Context: an optimization exercise on an open-source flow, tuned for small area and few clock cycles per item. The choices shown serve that exercise and are no tape-out recipe.
Function was checked by simulation only, so behaviour that the tests miss may differ from the original.
No activity file was given, so power comes from the tool's default toggle rates.

### flow/run.sh
#!/bin/bash
# synth_recipe.tcl (not shown) runs the flow's synth.tcl, then flattens the netlist and writes it again
# the make line also repeats each setting of config.mk as NAME=value (left out here)
make -C /OpenROAD-flow-scripts/flow DESIGN_CONFIG=/design/flow/config.mk WORK_HOME=/design/flow/orfs CLKGATE_MAP_FILE= SYNTH_SCRIPT=/design/flow/synth_recipe.tcl finish
### flow/config.mk
export PLATFORM = sky130hd
export DESIGN_NAME = phase1_top
export DESIGN_NICKNAME = phase1_top
export VERILOG_FILES = /design/flow/design.v
export SDC_FILE = /design/flow/constraint.sdc
export NUM_CORES = 4
export LEC_CHECK = 0
export CAP_MARGIN = 20
export CORE_MARGIN = 2
export CORE_UTILIZATION = 40
export SLEW_MARGIN = 20
### flow/constraint.sdc
create_clock -name core_clock -period 8.0 [get_ports {clk}]
set_input_delay 1.6000 -clock core_clock [delete_from_list [all_inputs] [get_ports {clk}]]
set_output_delay 1.6000 -clock core_clock [all_outputs]
set_load 0.01 [all_outputs]
### flow/design.v
module MUX16 (in0, in1, select, out);
    input[15:0] in0;
    input[15:0] in1;
    input select;
    output reg[15:0] out;
    always @(in0 or in1 or select)
        begin
        case(select)
        0 : out = in0;
        1 : out = in1;
        default: out = in0;
        endcase
        end
endmodule
module MUX4 (in0, in1, select, out);
    input[3:0] in0;
    input[3:0] in1;
    input select;
    output reg[3:0] out;
    always @(in0 or in1 or select)
        begin
        case(select)
        0 : out = in0;
        1 : out = in1;
        default: out = in0;
        endcase
        end
endmodule
module MUX16_3_input (in0, in1, in2, select, out);
    input[15:0] in0;
    input[15:0] in1;
    input [15:0] in2;
    input [1:0] select;
    output reg[15:0] out;
    always @(in0 or in1 or in2 or select)
        begin
        case(select)
        2'b00 : out = in0;
        2'b01 : out = in1;
        2'b10 : out = in2;
        default: out = in0;
        endcase
        end
endmodule
module adder( pc_add, imm, shiftout);
  input [15:0] pc_add;
  input [15:0] imm;
  output [15:0] shiftout;
  assign shiftout = pc_add + imm;
endmodule
module sign_ext_4_16(
  imm_4, imm_16);
  input [3:0] imm_4;
  output[15:0] imm_16;
  assign imm_16 = {{12{imm_4[3]}}, imm_4};
endmodule  
module sign_ext_8_16(
  imm_8, imm_16);
  input [7:0] imm_8;
  output[15:0] imm_16;
  assign imm_16 = {{8{imm_8[7]}}, imm_8};
endmodule  
module sign_ext_12_16(
  imm_12, imm_16);
  input [11:0] imm_12;
  output[15:0] imm_16;
  assign imm_16 = {{4{imm_12[11]}}, imm_12};
endmodule  
module control(
    opcode,
    dmem_wen,
    rf_wen,
    alu_op,
    alusrc,
    regdest,
    branch,
    mem2reg,
    lhb_llb_con1,
    s5,
    s6,
    s7,
    jal,
    jr,
    exec, 
    lw
  );
 input[3:0] opcode;
 output reg dmem_wen;
 output reg rf_wen;
 output reg[2:0] alu_op;
 output reg alusrc;
 output reg regdest;
 output reg branch;
 output reg mem2reg;
 output reg lhb_llb_con1;
 output reg s5;
 output reg s6;
 output reg s7;
 output reg jal;
 output reg jr;
 output reg exec;
 output reg lw; 
always @ (*)
begin
  dmem_wen=1;
  rf_wen=0;
  alu_op=3'b000;
  alusrc=0;
  regdest=1;
  branch=0;
  mem2reg=0;
  lhb_llb_con1 = 0;
  s5 = 0;
  s6 = 1;
  s7 = 0;
  jal = 0;
  jr = 0;
  exec = 0;
  lw = 0;
  if ( (opcode==4'b0000) || (opcode==4'b0001) || (opcode==4'b0010) || (opcode==4'b0011) )
  begin
    dmem_wen=1;
    rf_wen=1;
    alu_op=opcode[2:0];
    alusrc=0;
    regdest=1;
    branch=0;
    mem2reg=0;
    lhb_llb_con1 = 0;
    s5 = 0;
    s6 = 1;
    s7 = 0; 
    jal = 0; 
    jr = 0;
    exec = 0;
    lw=0;
  end
  if ( (opcode==4'b0100) || (opcode==4'b0101) || (opcode==4'b0110) || (opcode==4'b0111) )
  begin
    dmem_wen=1;
    rf_wen=1;
    alu_op=opcode[2:0];
    alusrc=1;
    regdest=1;
    branch=0;
    mem2reg=0;
    lhb_llb_con1 = 0;
    s5 = 0;
    s6 = 1;
    s7 = 0;
    jal=0;
    jr = 0;
    exec = 0;
    lw=0;
  end
  if (opcode==4'b1000)
  begin
    dmem_wen=1;
    rf_wen=1;
    alu_op=3'b000;
    alusrc=1;
    regdest=1;
    branch=0;
    mem2reg=1;
    lhb_llb_con1 = 0;
    s5 = 0;
    s6 = 1;
    s7 = 0;
    jal=0;
    jr = 0;
    exec =0;
    lw=1;
  end
  if (opcode==4'b1001)
  begin
    dmem_wen=0;
    rf_wen=0;
    alu_op=3'b000;
    alusrc=1;
    regdest=0;
    branch=0;
    lhb_llb_con1 = 1;
    s5 = 0;
    s6 = 1;
    jal=0;
    jr = 0;
    exec = 0;
    lw=0;
    mem2reg=0;
  end
  if((opcode == 4'b1010)) 
  begin
    dmem_wen = 1;
    alu_op = 3'b010;
    rf_wen = 1;
    regdest = 1;
    branch = 0;
    lhb_llb_con1 = 1;
    mem2reg=0;
    alusrc = 0;
    s5 = 1;
    s6 = 0;
    s7 = 0;
    jal=0;
    jr = 0;
    exec = 0;
    lw=0;
  end
  if(opcode == 4'b1011)
  begin
    dmem_wen = 1;
    rf_wen = 1;
    regdest = 1;
    mem2reg=0;
    s7 = 1;
    branch = 0;
    jal=0;
    jr = 0;
    exec = 0;
    lw=0;
  end 
  if(opcode == 4'b1101)
  begin
    dmem_wen=1;
    rf_wen=1;
    alu_op=3'b000;  
    branch=0;
    jal = 1;
    mem2reg=0;
    lhb_llb_con1 = 0;
    s5 = 0;
    s6 = 1;
    s7 = 0;
    jr = 0;
    exec = 0;
    lw=0;
  end
  if(opcode == 4'b1110)
  begin
    dmem_wen = 1;
    rf_wen = 0;
    branch = 0;
    lhb_llb_con1 = 1;
    mem2reg=0;
    jal = 0;
    s5 = 0;
    s6 = 1;
    s7 = 0;
    jr = 1;
    exec = 0;
    lw=0;
  end
  if(opcode == 4'b1111)
  begin
    dmem_wen = 1;
    rf_wen = 0;
    branch = 0;
    mem2reg=0;
    lhb_llb_con1 = 1;
    jal = 0;
    s5 = 0;
    s6 = 1;
    s7 = 0;
    jr = 0;
    exec = 1;
    lw=0;
  end
  if((opcode == 4'b1100))
  begin
    s7 = 0;
    dmem_wen=1;
    rf_wen=0;
    branch=1;
    jal=0;
    jr = 0;
    mem2reg=0;
  end
end
endmodule
module alu(
   a,    
   b,    
   op,    
   imm,    
   flag_in,  
   flag_out,  
   out    
   );
   parameter DSIZE = 16;
   input [DSIZE-1:0] a, b;
   input [2:0] op;
   input [3:0] imm;
   input [2:0] flag_in;
   output reg[DSIZE-1:0] out;
   output reg [2:0] flag_out;
always @(*)
  begin
   flag_out = flag_in;
   flag_out[1] = 1'b0;
   case(op)
      3'd0: 
        begin
          out = a + b;
          flag_out[1] = ((a[15] == b[15])&&(b[15] != out[15]))? 1'b1 : 1'b0;
          if (flag_out[1] == 0) 
            flag_out[0] = out[15];
        end
      3'd1: 
        begin
          out = a - b;
          flag_out[1] = ((a[15] != b[15])&&(a[15] != out[15]))? 1'b1 : 1'b0;
          if (flag_out[1] == 0)
            flag_out[0] = out[15];
        end
      3'd2:             
          out = a & b;
      3'd3:           
          out = a | b;
      3'd4: out = a << imm;
      3'd5: out = a >> imm;
      3'd6: out = $signed(a) >>> imm;
      3'd7: out = (a << imm) | (a >> (5'd16-{1'b0,imm}));
      default: out = 0;
  endcase
  flag_out[2] = (out == 16'h0000)? 1'b1 : 1'b0;
end
endmodule
module regfile (
	clk,
	rst,
	wen,
	raddr1, 
	raddr2, 
	waddr, 
	wdata, 
  	rdata1,
	rdata2
	);
        parameter DSIZE=16;
        parameter NREG=16;
        localparam RSIZE=4;
  	input clk;
	input rst;
	input wen;
	input [RSIZE-1:0] raddr1;
	input [RSIZE-1:0] raddr2; 
	input [RSIZE-1:0] waddr;
	input [DSIZE-1:0] wdata;
 	output [DSIZE-1:0] rdata1;
	output [DSIZE-1:0] rdata2;
	reg [DSIZE-1:0] regdata [0:NREG-1];
	reg wen_temp;
	always@(posedge clk)
		begin
			if(rst)
				begin
					regdata[0] <=0;
                                        regdata[1] <=0;
                                        regdata[2] <=0;
                                        regdata[3] <=0;
                                        regdata[4] <=0;
                                        regdata[5] <=0;
                                        regdata[6] <=0;
                                        regdata[7] <=0;
                                        regdata[8] <=0;
                                        regdata[9] <=0;
                                        regdata[10] <=0;
                                        regdata[11] <=0;
                                        regdata[12] <=0;
                                        regdata[13] <=0;
                                        regdata[14] <=0;
                                        regdata[15] <=0;
				end
			else
				regdata[waddr] <= ((wen == 1) && (waddr != 0)) ? wdata : regdata[waddr];
		end
  assign rdata1 = ((wen===1) && (waddr == raddr1) && (waddr != 0))? wdata : regdata[raddr1];
  assign rdata2 = ((wen===1) && (waddr == raddr2) && (waddr != 0)) ? wdata : regdata[raddr2];
endmodule 
module phase1_top(
    input clk,
    input rst,
    output [15:0] imem_addr,
    input  [15:0] imem_rdata,
    output [15:0] dmem_addr,
    output [15:0] dmem_wdata,
    output        dmem_we,
    input  [15:0] dmem_rdata
);
reg  [15:0] pc_curr;
reg         valid_ifid;
reg  [15:0] inst_curr_IDIF;
reg  [15:0] pc_added_IDIF;
reg         valid_idex;
reg  [15:0] inst_curr_IDEX;
reg  [15:0] pc_added_IDEX;
reg  [15:0] rdata1_idex, rdata2_idex;
reg  [3:0]  raddr2_idex;
reg         dmem_wen_idex, rf_wen_idex, alusrc_idex, branch_idex, mem2reg_idex;
reg  [2:0]  alu_op_idex;
reg         s5_idex, s6_idex, s7_idex, jal_idex, jr_idex, exec_idex, lw_idex;
reg         valid_exmem;
reg         branch2_exmem;
reg  [15:0] branch_target_exmem;
reg  [15:0] aluout_exmem;
reg  [15:0] rdata2_exmem;
reg  [3:0]  rf_waddr_exmem;
reg         rf_wen_exmem, mem2reg_exmem, sw_exmem;
reg         valid_memwb;
reg  [15:0] aluout_memwb;
reg  [3:0]  rf_waddr_memwb;
reg         rf_wen_memwb, mem2reg_memwb;
reg  [2:0]  flag;
reg         exec_pending;
reg  [15:0] execPCadded;
wire stall;
wire [15:0] pc_added = pc_curr + 16'd1;
wire [15:0] pc_seq, pc_mux_out;
MUX16 pcStallMUX (.in0(pc_added), .in1(pc_curr), .select(stall), .out(pc_seq));
MUX16 S9 (.in0(pc_seq), .in1(branch_target_exmem), .select(branch2_exmem), .out(pc_mux_out));
assign imem_addr = rst ? 16'h0000 : pc_mux_out;
always @(posedge clk) begin
  if (rst) pc_curr <= 16'h0000;
  else     pc_curr <= pc_mux_out;
end
always @(posedge clk) begin
  if (rst || branch2_exmem) valid_ifid <= 1'b0;
  else if (!stall) valid_ifid <= 1'b1;
  if (!stall) begin
    inst_curr_IDIF <= imem_rdata;
    pc_added_IDIF  <= pc_added;
  end
end
wire [3:0] opcode = inst_curr_IDIF[15:12];
wire dmem_wen, rf_wen, alusrc, regdest, branch, mem2reg, lhb_llb_regcon;
wire s5, s6, s7, jal, jr, exec, lw;
wire [2:0] alu_op;
control Ctrl(
    .opcode(opcode),
    .dmem_wen(dmem_wen),
    .rf_wen(rf_wen),
    .alu_op(alu_op),
    .alusrc(alusrc),
    .regdest(regdest),
    .branch(branch),
    .mem2reg(mem2reg),
    .lhb_llb_con1(lhb_llb_regcon),
    .s5(s5),
    .s6(s6),
    .s7(s7),
    .jal(jal),
    .jr(jr),
    .exec(exec),
    .lw(lw)
);
wire [3:0] inst_raddr1 = inst_curr_IDIF[7:4];
wire [3:0] inst_raddr2;
MUX4 S4 (.in0(inst_curr_IDIF[3:0]), .in1(inst_curr_IDIF[11:8]),
  .select(lhb_llb_regcon), .out(inst_raddr2));
wire [15:0] rdata1, rdata2;
wire [15:0] rf_wdata;
regfile RF(
  .clk(clk),
  .rst(rst),
  .wen(valid_memwb & rf_wen_memwb),
  .raddr1(inst_raddr1),
  .raddr2(inst_raddr2),
  .waddr(rf_waddr_memwb),
  .wdata(rf_wdata),
  .rdata1(rdata1),
  .rdata2(rdata2)
);
wire uses_r1 = ~opcode[3] | (opcode == 4'b1000) | (opcode == 4'b1001);
wire uses_r2 = (opcode == 4'b0000) | (opcode == 4'b0001) | (opcode == 4'b0010) | (opcode == 4'b0011) |
               (opcode == 4'b1001) | (opcode == 4'b1010) | (opcode == 4'b1110) | (opcode == 4'b1111);
wire [3:0] rd_idex = inst_curr_IDEX[11:8];
assign stall = valid_ifid & valid_idex & lw_idex & (rd_idex != 4'd0) &
               ((uses_r1 & (inst_raddr1 == rd_idex)) | (uses_r2 & (inst_raddr2 == rd_idex)));
always @(posedge clk) begin
  if (rst || branch2_exmem || stall) valid_idex <= 1'b0;
  else valid_idex <= valid_ifid;
  inst_curr_IDEX <= inst_curr_IDIF;
  pc_added_IDEX  <= pc_added_IDIF;
  rdata1_idex    <= rdata1;
  rdata2_idex    <= rdata2;
  raddr2_idex    <= inst_raddr2;
  dmem_wen_idex  <= dmem_wen;
  rf_wen_idex    <= rf_wen;
  alu_op_idex    <= alu_op;
  alusrc_idex    <= alusrc;
  branch_idex    <= branch;
  mem2reg_idex   <= mem2reg;
  s5_idex        <= s5;
  s6_idex        <= s6;
  s7_idex        <= s7;
  jal_idex       <= jal;
  jr_idex        <= jr;
  exec_idex      <= exec;
  lw_idex        <= lw;
end
wire valid_ex = valid_idex & ~branch2_exmem;
wire [3:0] rs_idex = inst_curr_IDEX[7:4];
wire fwd_em_ok = valid_exmem & rf_wen_exmem & ~mem2reg_exmem & (rf_waddr_exmem != 4'd0);
wire fwd_mw_ok = valid_memwb & rf_wen_memwb & (rf_waddr_memwb != 4'd0);
wire [1:0] forwardA = (fwd_em_ok & (rf_waddr_exmem == rs_idex)) ? 2'b10 :
                      (fwd_mw_ok & (rf_waddr_memwb == rs_idex)) ? 2'b01 : 2'b00;
wire [1:0] forwardB = (fwd_em_ok & (rf_waddr_exmem == raddr2_idex)) ? 2'b10 :
                      (fwd_mw_ok & (rf_waddr_memwb == raddr2_idex)) ? 2'b01 : 2'b00;
wire [15:0] rdata1_idex_final, rdata2_idex_final;
MUX16_3_input forward_a_alu(.in0(rdata1_idex), .in1(rf_wdata), .in2(aluout_exmem),
  .select(forwardA), .out(rdata1_idex_final));
MUX16_3_input forward_b_alu(.in0(rdata2_idex), .in1(rf_wdata), .in2(aluout_exmem),
  .select(forwardB), .out(rdata2_idex_final));
wire [15:0] extended_idex, imm_16_0_idex, imm_12_to_16_idex;
sign_ext_4_16  signext4_16 (.imm_4(inst_curr_IDEX[3:0]),   .imm_16(extended_idex));
sign_ext_8_16  signext8_16 (.imm_8(inst_curr_IDEX[7:0]),   .imm_16(imm_16_0_idex));
sign_ext_12_16 signext12_16(.imm_12(inst_curr_IDEX[11:0]), .imm_16(imm_12_to_16_idex));
wire [15:0] shifted81  = {inst_curr_IDEX[7:0], 8'hFF};
wire [15:0] changed8_1 = {8'hFF, rdata2_idex_final[7:0]};
wire [15:0] alu_first_input, alu_second_input, alu_second_input_final;
MUX16 S6(.in0(shifted81), .in1(rdata1_idex_final), .select(s6_idex), .out(alu_first_input));
MUX16 S5(.in0(rdata2_idex_final), .in1(changed8_1), .select(s5_idex), .out(alu_second_input));
MUX16 S1(.in0(alu_second_input), .in1(extended_idex), .select(alusrc_idex), .out(alu_second_input_final));
wire [15:0] aluout;
wire [2:0]  flag_next;
alu ALU(
  .a(alu_first_input),
  .b(alu_second_input_final),
  .op(alu_op_idex),
  .imm(inst_curr_IDEX[3:0]),
  .flag_in(flag),
  .flag_out(flag_next),
  .out(aluout)
);
wire is_alu_idex = ~inst_curr_IDEX[15];
always @(posedge clk) begin
  if (rst) flag <= 3'b000;
  else if (valid_ex & is_alu_idex) flag <= flag_next;
end
wire [3:0] cond_IDEX = inst_curr_IDEX[11:8];
reg canBranch;
always @(*) begin
  case (cond_IDEX)
    4'b0000: canBranch = flag[2];
    4'b0001: canBranch = ~flag[2];
    4'b0010: canBranch = ~flag[2] & ~flag[0];
    4'b0011: canBranch = flag[0];
    4'b0100: canBranch = flag[2] | ~flag[0];
    4'b0101: canBranch = flag[0] | flag[2];
    4'b0110: canBranch = flag[1];
    4'b0111: canBranch = 1'b1;
    default: canBranch = 1'b0;
  endcase
end
wire [15:0] adderToAdd = jal_idex ? imm_12_to_16_idex : imm_16_0_idex;
wire [15:0] branch_target_idex;
adder branch_adder(.pc_add(pc_added_IDEX), .imm(adderToAdd), .shiftout(branch_target_idex));
wire is_ctrl_idex = branch_idex | jal_idex | jr_idex | exec_idex;
wire [15:0] branch_target_final = (jr_idex | exec_idex) ? rdata2_idex_final : branch_target_idex;
wire [15:0] branch_target_final_muxout;
MUX16 branch_target_final_or_exec(.in0(branch_target_final), .in1(execPCadded),
  .select(exec_pending), .out(branch_target_final_muxout));
wire branch2_idex = valid_ex & (exec_pending |
                    (branch_idex & canBranch) | jal_idex | jr_idex | exec_idex);
always @(posedge clk) begin
  if (rst) exec_pending <= 1'b0;
  else if (valid_ex) exec_pending <= ~exec_pending & exec_idex;
  if (valid_ex & ~exec_pending & exec_idex) execPCadded <= pc_added_IDEX;
end
wire [15:0] ex_result = jal_idex ? pc_added_IDEX : (s7_idex ? imm_16_0_idex : aluout);
wire [3:0]  rf_waddr  = jal_idex ? 4'b1111 : inst_curr_IDEX[11:8];
wire        rf_wen_ex = rf_wen_idex & ~(exec_pending & is_ctrl_idex);
always @(posedge clk) begin
  if (rst) begin
    valid_exmem   <= 1'b0;
    branch2_exmem <= 1'b0;
  end else begin
    valid_exmem   <= valid_ex;
    branch2_exmem <= branch2_idex;
  end
  branch_target_exmem <= branch_target_final_muxout;
  aluout_exmem   <= ex_result;
  rdata2_exmem   <= rdata2_idex_final;
  rf_waddr_exmem <= rf_waddr;
  rf_wen_exmem   <= rf_wen_ex;
  mem2reg_exmem  <= mem2reg_idex;
  sw_exmem       <= ~dmem_wen_idex;
end
assign dmem_addr  = aluout_exmem;
assign dmem_wdata = rdata2_exmem;
assign dmem_we    = valid_exmem & sw_exmem & ~rst;
always @(posedge clk) begin
  if (rst) valid_memwb <= 1'b0;
  else     valid_memwb <= valid_exmem;
  aluout_memwb   <= aluout_exmem;
  rf_waddr_memwb <= rf_waddr_exmem;
  rf_wen_memwb   <= rf_wen_exmem;
  mem2reg_memwb  <= mem2reg_exmem;
end
MUX16 mem2regMUX(.in0(aluout_memwb), .in1(dmem_rdata), .select(mem2reg_memwb), .out(rf_wdata));
endmodule
==> notes.md <==
[cells in the final DEF, fill, tap and decap left out, types with 47 or more instances in the layout]
cell	instances
ha_1	64
dfxtp_1	183
o21ai_0	137
mux2i_1	113
edfxtp_1	304
nand3_1	52
and3_1	51
clkdlybuf4s50_1	81
buf_4	99
mux4_2	105
clkbuf_16	56
inv_1	74
a21oi_1	88
nand2_1	335
xnor2_1	47
nor2_1	394
[stage by stage]
step,std cells,power (W)
floorplan,2721,0.00411
global placement,3583,0.00493
detailed placement,3583,0.00494
CTS,3683,0.00751
global route,3683,0.00777
finish,3683,0.00753
[logic make-up after synthesis]
| family | synth area share |
|---|---|
| compound gates | 0.127 |
| xor+xnor | 0.0301 |
| fa+ha+maj | 0.0312 |
| buf+inv | 0.0401 |
| flops | 0.466 |
| mux | 0.145 |
| other cells | 0.000136 |
| simple gates | 0.159 |
[power by group]
part           total, W  switching, W  internal [W]  leakage [nW]
clock           0.00258       0.00109       0.00149         0.909
sequential      0.00307      0.000198       0.00287          4.69
combinational   0.00188       0.00120      0.000679          6.35
[final cells by class]
cell class	count	area share
clock buffer	67	0.0471
clock inverter	33	0.0112
inverter	76	0.00915
multi-input combinational	1954	0.439
sequential	490	0.409
tap	882	0.0351
timing repair buffer	181	0.0496
[routing by layer]
metal  vias to the layer above  GRT usage  routed length (µm)
li1                       9954          -                   -
met1                     11304      0.405               43400
met2                      1312      0.434               44900
met3                       232     0.0626               10500
met4                         2      0.116                4600
met5                         -          0                  17
[worst max path at each step]
| stage | from | endpoint | slack (ps) | cells after the start |
|---|---|---|---|---|
| after floorplan | inst_curr_IDIF[14]$_DFFE_PN_ | imem_addr[10] | 1970 | 16 |
| after global placement | dmem_rdata[0] | flag[2]$_SDFFE_PP0P_ | 910 | 22 |
| after detailed placement | dmem_rdata[0] | flag[2]$_SDFFE_PP0P_ | 920 | 22 |
| after CTS | inst_curr_IDIF[14]$_DFFE_PN_ | imem_addr[2] | 1180 | 15 |
| after global routing | inst_curr_IDIF[14]$_DFFE_PN_ | imem_addr[2] | 900 | 15 |
| final | inst_curr_IDEX[7]$_DFF_P_ | flag[2]$_SDFFE_PP0P_ | 1160 | 18 |
==> impl_metrics.toml <==
[outcome]
status = "finished clean"

[clocking]
postCtsSetupBuffers = 0
cts.clk_slew.worst_paths_ps = 60
clockBufferDepth = 3
postCtsHoldBufs = 0
cts.sinks = 490
numCtsBuffers = 53
htreeDepth = 2
cts_tree = "yes"
cts_root_buf = "clkbuf_16"
post_cts_resized = 0
clock_latency_ps = 650

[worst_setup_path]
critPathTopFamily = "simple AND/OR/NAND/NOR gates"
cp.arrival_ps = 7340
reg2reg_from = "inst_curr_IDEX[7]$_DFF_P_"
reg2reg_to = "flag[2]$_SDFFE_PP0P_"
cp_common_cell = "a2111oi_0"
critPathSlowestCell = "nor4_4"
crit_fanout = 15
r2r_slack_ps = 1160
worstPathCellList = "xor2_2, nor4_4, and2_1, o31a_1, nand2_1, ha_1, or2_2, a221oi_1, nor4_1, nor2_1, nand3_1, a31oi_1, a2111oi_0, a2111oi_0, xnor2_1, o21ai_0, or4_1, o41ai_2"
worstSetupStartpointType = "flip-flop"
crit_path_max_incr_delay_ps = 920
required_ps = 8500
path_class = "reg -> reg"
rr_worst_depth = 18
critPathBufInv = 0
critPathCaptureType = "flip-flop"

[synth]
yosys-top-cells-count = "nor2_1 (395), nand2_1 (335), edfxtp_1 (304)"
syn_inst = 2706
synth_edf_count = 304
synth_top_area_cell = "edfxtp_1"
ys_types = 81
syn_area_mm2 = 0.0276
syn_avg_cell_area_um2 = 10.2
yosysMostFrequentCell = "nor2_1"
synth_area_leaders = "edfxtp_1 (33%), dfxtp_1 (14%), mux4_2 (8.6%), nor2_1 (5.4%), mux2i_1 (4.8%)"
synthArstFlopShare = 0
synth_flop_cell = "edfxtp_1"
synth_top_area_frac = 0.331
yosys_warnings = 7
ys_ff_latch = 490
yosysSeqAreaShare = 0.466

[die]
ios = 83
start_util = 0.403
row_count = 96
die_w_um = 267
core_area_mm2 = 0.0685
dieHeight_um = 267
fp.dieArea_mm2 = 0.0710

[drt]
drc = 0
vias = 22804
wirelength_mm = 103
first_pass_iters = 8
detail_route.wl_per_cell_um = 28.1
routed_via_density = 6.19
drt_iter0_markers = 2916
detail-route-antenna-nets = 0

[global_route]
grt_max_degree = 67
grt_overflow_total = 0
grt_pass1_vias = 22108
grt_usage = 0.289
antenna_found_initial = 3
grt_pass1_wl_mm = 150

[sta]
tns_ps = 0
relSlewSlack = 0.243
holdWs_ps = 325
finalSetupViolations = 0
tightest_slew_ps = 1140
layout_min_cycle_time_ps = 6840
setup_slack_ps = 1160
fmax_mhz = 146
fin_crit_sh = 0.855
finalHoldViolCount = 0
grt_setup_unrepaired = "false"
finClkSkew_ps = 41.9
slew_viol_final = 0

[finish]
final_core_utilization = 0.459
drive_above_1_share = 0.135
syn_to_final_growth_pct = 14.0
finalInstanceArea_mm2 = 0.0314
multi_input_area_mm2 = 0.0138
regArea_mm2 = 0.0129
fillCellCount = 6342
nets = 2857
regMostFlops = "RF.regdata"
largest_register_ffs = 256
diodes = 0

[job]
max_cap_violations = 0

[min_path]
min_from = "mem2reg_idex$_SDFF_PP0_"
hold_class = "reg -> reg"
min_to = "mem2reg_exmem$_DFF_P_"
hold_depth = 0

[placed_design]
dpl_cell_area_mm2 = 0.0296
gp_congestion = 1.04
io_buffers = 82
pre_cts_slack_ps = 919
dp_hpwl_mm = 71.6

[power]
p_leak_nw = 11.9
powerDensity_mw_per_mm2 = 239
vdd_ir_drop_max_mv = 0.163
Testbench counts, summed over its fixed seeds: cycles 15,020, instructions 10,191.

## what the ideal ports hide
The results above use ideal ports. As a check the final layout listed here was re-extracted and re-timed, cells and wires unchanged.
Step 1 (the two cells are an assumption about what drives the block):
set clk [get_ports {clk}]
set_driving_cell -lib_cell sky130_fd_sc_hd__clkbuf_16 $clk
set_driving_cell -lib_cell sky130_fd_sc_hd__buf_2 [delete_from_list [all_inputs] $clk]
Step 2 also shifts input and output timing later by t, the mid clock arrival at the registers, as if the neighbouring blocks saw the same clock.
Slacks: no drivers / after step 1 / after step 2; pairs: no drivers / after step 1.
shift t [ns]: 0.692
setup slack, ns: 1.163 / 1.126 / 0.701
worst setup path after step 2: input to register
clock arrival spread, ns: 0.043 / 0.043
slew at the worst register clock pin (ns): 0.07 / 0.07
After both steps setup and hold are still met in this run. For this run, drivers alone change the setup slack by -0.037 ns; drivers and shift together by -0.462 ns.
